This design comes from an exercise in tuning for small area on the open sky130 flow, not from production work.

==> v19: inputs <==
==> flow/design.v (excerpt) <==
module FIR(
    input rst,
    input clk,
    input en,
    input signed [15:0] din,
    output reg signed [15:0] dout
    );
clock: 12.0 ns
lec_check: 0
cap_margin: 20
core_margin: 2
core_utilization: 50
cts_buf_list: sky130_fd_sc_hd__clkbuf_4 sky130_fd_sc_hd__clkbuf_8
cts_cluster_diameter: 60
cts_cluster_size: 20
hold_slack_margin: 0
slew_margin: 20
run.sh (not shown) runs the stock make flow with config.mk's settings and CLKGATE_MAP_FILE= SYNTH_SCRIPT=/design/flow/synth_recipe.tcl, a recipe that flattens the netlist after the stock synthesis.
==> inputs of v27, as changes to v19 <==
--- a/flow/design.v
+++ b/flow/design.v
@@ -14,15 +14,15 @@
     reg [15:0] buffer;
     reg [15:0] ring [0:27];
     reg [31:0] acc;
     wire shift = (counter_r == 2'd1) || (index == 5'd28);
     wire wr    = (shift && ptap == 5'd27) || (pend && ptap == 5'd0);
     wire [15:0] dp = wr ? buffer : ring[1];
     wire        use_p  = enable_id && index != 5'd28 && ptap < live;
-    wire [15:0] x      = use_p ? dp : 16'd0;
+    wire [15:0] x      = dp;
     wire [31:0] acc_in = (enable_id && index != 5'd0) ? acc : 32'd0;
     wire [3:0] cidx = (ptap > 5'd13) ? (5'd27 - ptap) : ptap[3:0];
     reg [24:0] bc;
     always @(*) begin
         case (cidx)
             4'd0: bc = 25'h0004911;
             4'd1: bc = 25'h0000908;
@@ -36,48 +36,49 @@
             4'd9: bc = 25'h008ca82;
             4'd10: bc = 25'h1112024;
             4'd11: bc = 25'h008d031;
             4'd12: bc = 25'h0140851;
             default: bc = 25'h0408080;
         endcase
     end
+    wire [24:0] bcu = use_p ? bc : 25'd0;
     wire [17:0] x1 = {{2{x[15]}}, x};
     wire [17:0] x2 = {x[15], x, 1'b0};
     wire [17:0] x3 = x1 + x2;
     wire [17:0] x4 = {x, 2'b0};
-    wire [17:0] pp0 = ((bc[0] ? x1 : 18'd0) | (bc[1] ? x2 : 18'd0)
-                      | (bc[2] ? x3 : 18'd0) | (bc[3] ? x4 : 18'd0)) ^ {18{bc[4]}};
-    wire [17:0] pp1 = ((bc[5] ? x1 : 18'd0) | (bc[6] ? x2 : 18'd0)
-                      | (bc[7] ? x3 : 18'd0) | (bc[8] ? x4 : 18'd0)) ^ {18{bc[9]}};
-    wire [17:0] pp2 = ((bc[10] ? x1 : 18'd0) | (bc[11] ? x2 : 18'd0)
-                      | (bc[12] ? x3 : 18'd0) | (bc[13] ? x4 : 18'd0)) ^ {18{bc[14]}};
-    wire [17:0] pp3 = ((bc[15] ? x1 : 18'd0) | (bc[16] ? x2 : 18'd0)
-                      | (bc[17] ? x3 : 18'd0) | (bc[18] ? x4 : 18'd0)) ^ {18{bc[19]}};
-    wire [17:0] pp4 = ((bc[20] ? x1 : 18'd0) | (bc[21] ? x2 : 18'd0)
-                      | (bc[22] ? x3 : 18'd0) | (bc[23] ? x4 : 18'd0)) ^ {18{bc[24]}};
+    wire [17:0] pp0 = ((bcu[0] ? x1 : 18'd0) | (bcu[1] ? x2 : 18'd0)
+                      | (bcu[2] ? x3 : 18'd0) | (bcu[3] ? x4 : 18'd0)) ^ {18{bcu[4]}};
+    wire [17:0] pp1 = ((bcu[5] ? x1 : 18'd0) | (bcu[6] ? x2 : 18'd0)
+                      | (bcu[7] ? x3 : 18'd0) | (bcu[8] ? x4 : 18'd0)) ^ {18{bcu[9]}};
+    wire [17:0] pp2 = ((bcu[10] ? x1 : 18'd0) | (bcu[11] ? x2 : 18'd0)
+                      | (bcu[12] ? x3 : 18'd0) | (bcu[13] ? x4 : 18'd0)) ^ {18{bcu[14]}};
+    wire [17:0] pp3 = ((bcu[15] ? x1 : 18'd0) | (bcu[16] ? x2 : 18'd0)
+                      | (bcu[17] ? x3 : 18'd0) | (bcu[18] ? x4 : 18'd0)) ^ {18{bcu[19]}};
+    wire [17:0] pp4 = ((bcu[20] ? x1 : 18'd0) | (bcu[21] ? x2 : 18'd0)
+                      | (bcu[22] ? x3 : 18'd0) | (bcu[23] ? x4 : 18'd0)) ^ {18{bcu[24]}};
     wire [31:0] sum;
     wire cs_1, cs_2, cs_3, cs_4, cs_5, cs_6, cs_7, cs_8, cs_9, cs_10, cs_11, cs_12, cs_13, cs_14, cs_15, cs_16, cs_17, cs_18, cs_19, cs_20, cs_21, cs_22, cs_23, cs_24, cs_25, cs_26, cs_27, cs_28, cs_29, cs_30, cs_31, cs_32, cs_33, cs_34, cs_35, cs_36, cs_37, cs_38, cs_39, cs_40, cs_41, cs_42, cs_43, cs_44, cs_45, cs_46, cs_47, cs_48, cs_49, cs_50, cs_51, cs_52, cs_53, cs_54, cs_55, cs_56, cs_57, cs_58, cs_59, cs_60, cs_61, cs_62, cs_63, cs_64, cs_65, cs_66, cs_67, cs_68, cs_69, cs_70, cs_71, cs_72, cs_73, cs_74, cs_75, cs_76, cs_77, cs_78, cs_79, cs_80, cs_81, cs_82, cs_83, cs_84, cs_85, cs_86, cs_87, cs_88, cs_89, cs_90, cs_91, cs_92, cs_93, cs_94, cs_95, cs_96, cs_97, cs_98, cs_99, cs_100, cs_101, cs_102, cs_103, cs_104, cs_105, cs_106, cs_107, cs_108, cs_109, cs_110, cs_111, cs_112, cs_113, cs_114, cs_115, cs_116, cs_117, cs_118, cs_119, cs_120, cs_121, cs_122, cs_123, cs_124, cs_125, cs_126, cs_127, cs_128, cs_129, cs_130, cs_131, cs_132, cs_133, cs_134, cs_135, cs_136, cs_137, cs_138, cs_139, cs_140, cs_141, cs_142, cs_143, cs_144, cs_145, cs_146, cs_147, cs_148, cs_149, cs_150, cs_151, cs_152, cs_153, cs_154, cs_155, cs_156, cs_157, cs_158, cs_159, cs_160, cs_161, cs_162, cs_163, cs_164, cs_165, cs_166, cs_167, cs_168, cs_169, cs_170, cs_171, cs_172, cs_173, cs_174, cs_175, cs_176, cs_177, cs_178, cs_179, cs_180, cs_181, cs_182, cs_183, cs_184, cs_185, cs_186, cs_187, cs_188, cs_189, cs_190, cs_191, cs_192, cs_193, cs_194, cs_195, cs_196, cs_197, cs_198, cs_199, cs_200;
-    assign cs_1 = acc_in[0] ^ pp0[0] ^ bc[4];
-    assign cs_2 = (acc_in[0] & pp0[0]) | (acc_in[0] & bc[4]) | (pp0[0] & bc[4]);
+    assign cs_1 = acc_in[0] ^ pp0[0] ^ bcu[4];
+    assign cs_2 = (acc_in[0] & pp0[0]) | (acc_in[0] & bcu[4]) | (pp0[0] & bcu[4]);
     assign cs_3 = acc_in[3] ^ pp0[3] ^ pp1[0];
     assign cs_4 = (acc_in[3] & pp0[3]) | (acc_in[3] & pp1[0]) | (pp0[3] & pp1[0]);
     assign cs_5 = acc_in[4] ^ pp0[4] ^ pp1[1];
     assign cs_6 = (acc_in[4] & pp0[4]) | (acc_in[4] & pp1[1]) | (pp0[4] & pp1[1]);
     assign cs_7 = acc_in[5] ^ pp0[5] ^ pp1[2];
     assign cs_8 = (acc_in[5] & pp0[5]) | (acc_in[5] & pp1[2]) | (pp0[5] & pp1[2]);
     assign cs_9 = acc_in[6] ^ pp0[6] ^ pp1[3];
     assign cs_10 = (acc_in[6] & pp0[6]) | (acc_in[6] & pp1[3]) | (pp0[6] & pp1[3]);
     assign cs_11 = acc_in[7] ^ pp0[7] ^ pp1[4];
     assign cs_12 = (acc_in[7] & pp0[7]) | (acc_in[7] & pp1[4]) | (pp0[7] & pp1[4]);
     assign cs_13 = acc_in[8] ^ pp0[8] ^ pp1[5];
     assign cs_14 = (acc_in[8] & pp0[8]) | (acc_in[8] & pp1[5]) | (pp0[8] & pp1[5]);
     assign cs_15 = acc_in[9] ^ pp0[9] ^ pp1[6];
     assign cs_16 = (acc_in[9] & pp0[9]) | (acc_in[9] & pp1[6]) | (pp0[9] & pp1[6]);
-    assign cs_17 = pp2[3] ^ pp3[0] ^ bc[19];
-    assign cs_18 = (pp2[3] & pp3[0]) | (pp2[3] & bc[19]) | (pp3[0] & bc[19]);
+    assign cs_17 = pp2[3] ^ pp3[0] ^ bcu[19];
+    assign cs_18 = (pp2[3] & pp3[0]) | (pp2[3] & bcu[19]) | (pp3[0] & bcu[19]);
     assign cs_19 = acc_in[10] ^ pp0[10] ^ pp1[7];
     assign cs_20 = (acc_in[10] & pp0[10]) | (acc_in[10] & pp1[7]) | (pp0[10] & pp1[7]);
     assign cs_21 = acc_in[11] ^ pp0[11] ^ pp1[8];
     assign cs_22 = (acc_in[11] & pp0[11]) | (acc_in[11] & pp1[8]) | (pp0[11] & pp1[8]);
     assign cs_23 = acc_in[12] ^ pp0[12] ^ pp1[9];
     assign cs_24 = (acc_in[12] & pp0[12]) | (acc_in[12] & pp1[9]) | (pp0[12] & pp1[9]);
     assign cs_25 = pp2[6] ^ pp3[3] ^ pp4[0];
@@ -174,16 +175,16 @@
     assign cs_116 = (cs_72 & acc_in[29]) | (cs_72 & ~pp4[17]) | (acc_in[29] & ~pp4[17]);
     assign cs_117 = cs_74 ^ acc_in[2] ^ pp0[2];
     assign cs_118 = (cs_74 & acc_in[2]) | (cs_74 & pp0[2]) | (acc_in[2] & pp0[2]);
     assign cs_119 = cs_82 ^ cs_83 ^ pp2[4];
     assign cs_120 = (cs_82 & cs_83) | (cs_82 & pp2[4]) | (cs_83 & pp2[4]);
     assign cs_121 = cs_84 ^ cs_85 ^ pp3[2];
     assign cs_122 = (cs_84 & cs_85) | (cs_84 & pp3[2]) | (cs_85 & pp3[2]);
-    assign cs_123 = cs_86 ^ cs_87 ^ bc[24];
-    assign cs_124 = (cs_86 & cs_87) | (cs_86 & bc[24]) | (cs_87 & bc[24]);
+    assign cs_123 = cs_86 ^ cs_87 ^ bcu[24];
+    assign cs_124 = (cs_86 & cs_87) | (cs_86 & bcu[24]) | (cs_87 & bcu[24]);
     assign cs_125 = cs_88 ^ cs_89 ^ cs_29;
     assign cs_126 = (cs_88 & cs_89) | (cs_88 & cs_29) | (cs_89 & cs_29);
     assign cs_127 = cs_90 ^ cs_91 ^ cs_33;
     assign cs_128 = (cs_90 & cs_91) | (cs_90 & cs_33) | (cs_91 & cs_33);
     assign cs_129 = cs_92 ^ cs_93 ^ cs_37;
     assign cs_130 = (cs_92 & cs_93) | (cs_92 & cs_37) | (cs_93 & cs_37);
     assign cs_131 = cs_94 ^ cs_95 ^ cs_41;
@@ -200,16 +201,16 @@
     assign cs_142 = (cs_104 & cs_105) | (cs_104 & 1'b1) | (cs_105 & 1'b1);
     assign cs_143 = cs_106 ^ cs_107 ^ 1'b1;
     assign cs_144 = (cs_106 & cs_107) | (cs_106 & 1'b1) | (cs_107 & 1'b1);
     assign cs_145 = cs_114 ^ cs_66 ^ cs_67;
     assign cs_146 = (cs_114 & cs_66) | (cs_114 & cs_67) | (cs_66 & cs_67);
     assign cs_147 = cs_116 ^ acc_in[30] ^ 1'b1;
     assign cs_148 = (cs_116 & acc_in[30]) | (cs_116 & 1'b1) | (acc_in[30] & 1'b1);
-    assign cs_149 = cs_118 ^ cs_3 ^ bc[9];
-    assign cs_150 = (cs_118 & cs_3) | (cs_118 & bc[9]) | (cs_3 & bc[9]);
+    assign cs_149 = cs_118 ^ cs_3 ^ bcu[9];
+    assign cs_150 = (cs_118 & cs_3) | (cs_118 & bcu[9]) | (cs_3 & bcu[9]);
     assign cs_151 = cs_132 ^ cs_133 ^ 1'b1;
     assign cs_152 = (cs_132 & cs_133) | (cs_132 & 1'b1) | (cs_133 & 1'b1);
     assign cs_153 = cs_138 ^ cs_139 ^ pp4[8];
     assign cs_154 = (cs_138 & cs_139) | (cs_138 & pp4[8]) | (cs_139 & pp4[8]);
     assign cs_155 = cs_144 ^ cs_108 ^ cs_109;
     assign cs_156 = (cs_144 & cs_108) | (cs_144 & cs_109) | (cs_108 & cs_109);
     assign cs_157 = cs_146 ^ cs_68 ^ cs_69;
@@ -230,16 +231,16 @@
     assign cs_172 = (cs_162 & cs_6) | (cs_162 & cs_7) | (cs_6 & cs_7);
     assign cs_173 = cs_164 ^ cs_136 ^ cs_137;
     assign cs_174 = (cs_164 & cs_136) | (cs_164 & cs_137) | (cs_136 & cs_137);
     assign cs_175 = cs_166 ^ cs_142 ^ cs_143;
     assign cs_176 = (cs_166 & cs_142) | (cs_166 & cs_143) | (cs_142 & cs_143);
     assign cs_177 = cs_168 ^ cs_112 ^ cs_113;
     assign cs_178 = (cs_168 & cs_112) | (cs_168 & cs_113) | (cs_112 & cs_113);
-    assign cs_179 = cs_172 ^ cs_75 ^ bc[14];
-    assign cs_180 = (cs_172 & cs_75) | (cs_172 & bc[14]) | (cs_75 & bc[14]);
+    assign cs_179 = cs_172 ^ cs_75 ^ bcu[14];
+    assign cs_180 = (cs_172 & cs_75) | (cs_172 & bcu[14]) | (cs_75 & bcu[14]);
     assign cs_181 = cs_180 ^ cs_76 ^ cs_77;
     assign cs_182 = (cs_180 & cs_76) | (cs_180 & cs_77) | (cs_76 & cs_77);
     assign cs_183 = cs_182 ^ cs_78 ^ cs_79;
     assign cs_184 = (cs_182 & cs_78) | (cs_182 & cs_79) | (cs_78 & cs_79);
     assign cs_185 = cs_184 ^ cs_80 ^ cs_81;
     assign cs_186 = (cs_184 & cs_80) | (cs_184 & cs_81) | (cs_80 & cs_81);
     assign cs_187 = cs_186 ^ cs_119 ^ pp3[1];
==> results list <==
* Outcome: finished clean
- In the finished design, the share of the clock period the worst path needs comes to 0.957.
* Mapped Avg Cell Area: about 12 um^2
* Core region area: approximately 37,000 um^2
- Of the total synthesized cell area, the portion taken by AND, OR, NAND and NOR gates is 0.0539.
That was v19.
==> results list <==
- After floorplanning, the core was sized to cover 36,700 um^2.
* Mapped Avg Cell Area: 12.7 um^2
* Portion of the clock cycle consumed by the worst path in the final layout: 0.947
* Outcome: finished clean
* Simple-gate portion of the synthesized area: 0.0568
That was v27.
No run of this note included a check of the RTL's function; only the layout flow was run.

==> what the ideal ports hide <==
The flow's constraints put no driver on any port. The routed layouts listed below were extracted and timed again, unchanged, in two steps.
Step 1 sets driving cells, clkbuf_16 on the clock port and buf_2 on the other inputs (assumed; they add their load-dependent delay and slew).
Step 2 also shifts input and output timing later by t, the mid clock arrival at the registers, as if the neighbouring blocks saw the same clock.
Three values: no drivers, after step 1, after step 2; two values: the first two.
| run | t, ns | setup WS [ns] | worst data-port slew with drivers (ns) | pins driven straight from the clock port |
|---|---|---|---|---|
| v19 | 0.649 | 0.521 / 0.521 / 0.521 | 0.04 | 1 |
| v27 | 0.667 | 0.632 / 0.632 / 0.632 | 0.04 | 1 |
After both steps every run listed still meets setup and hold.
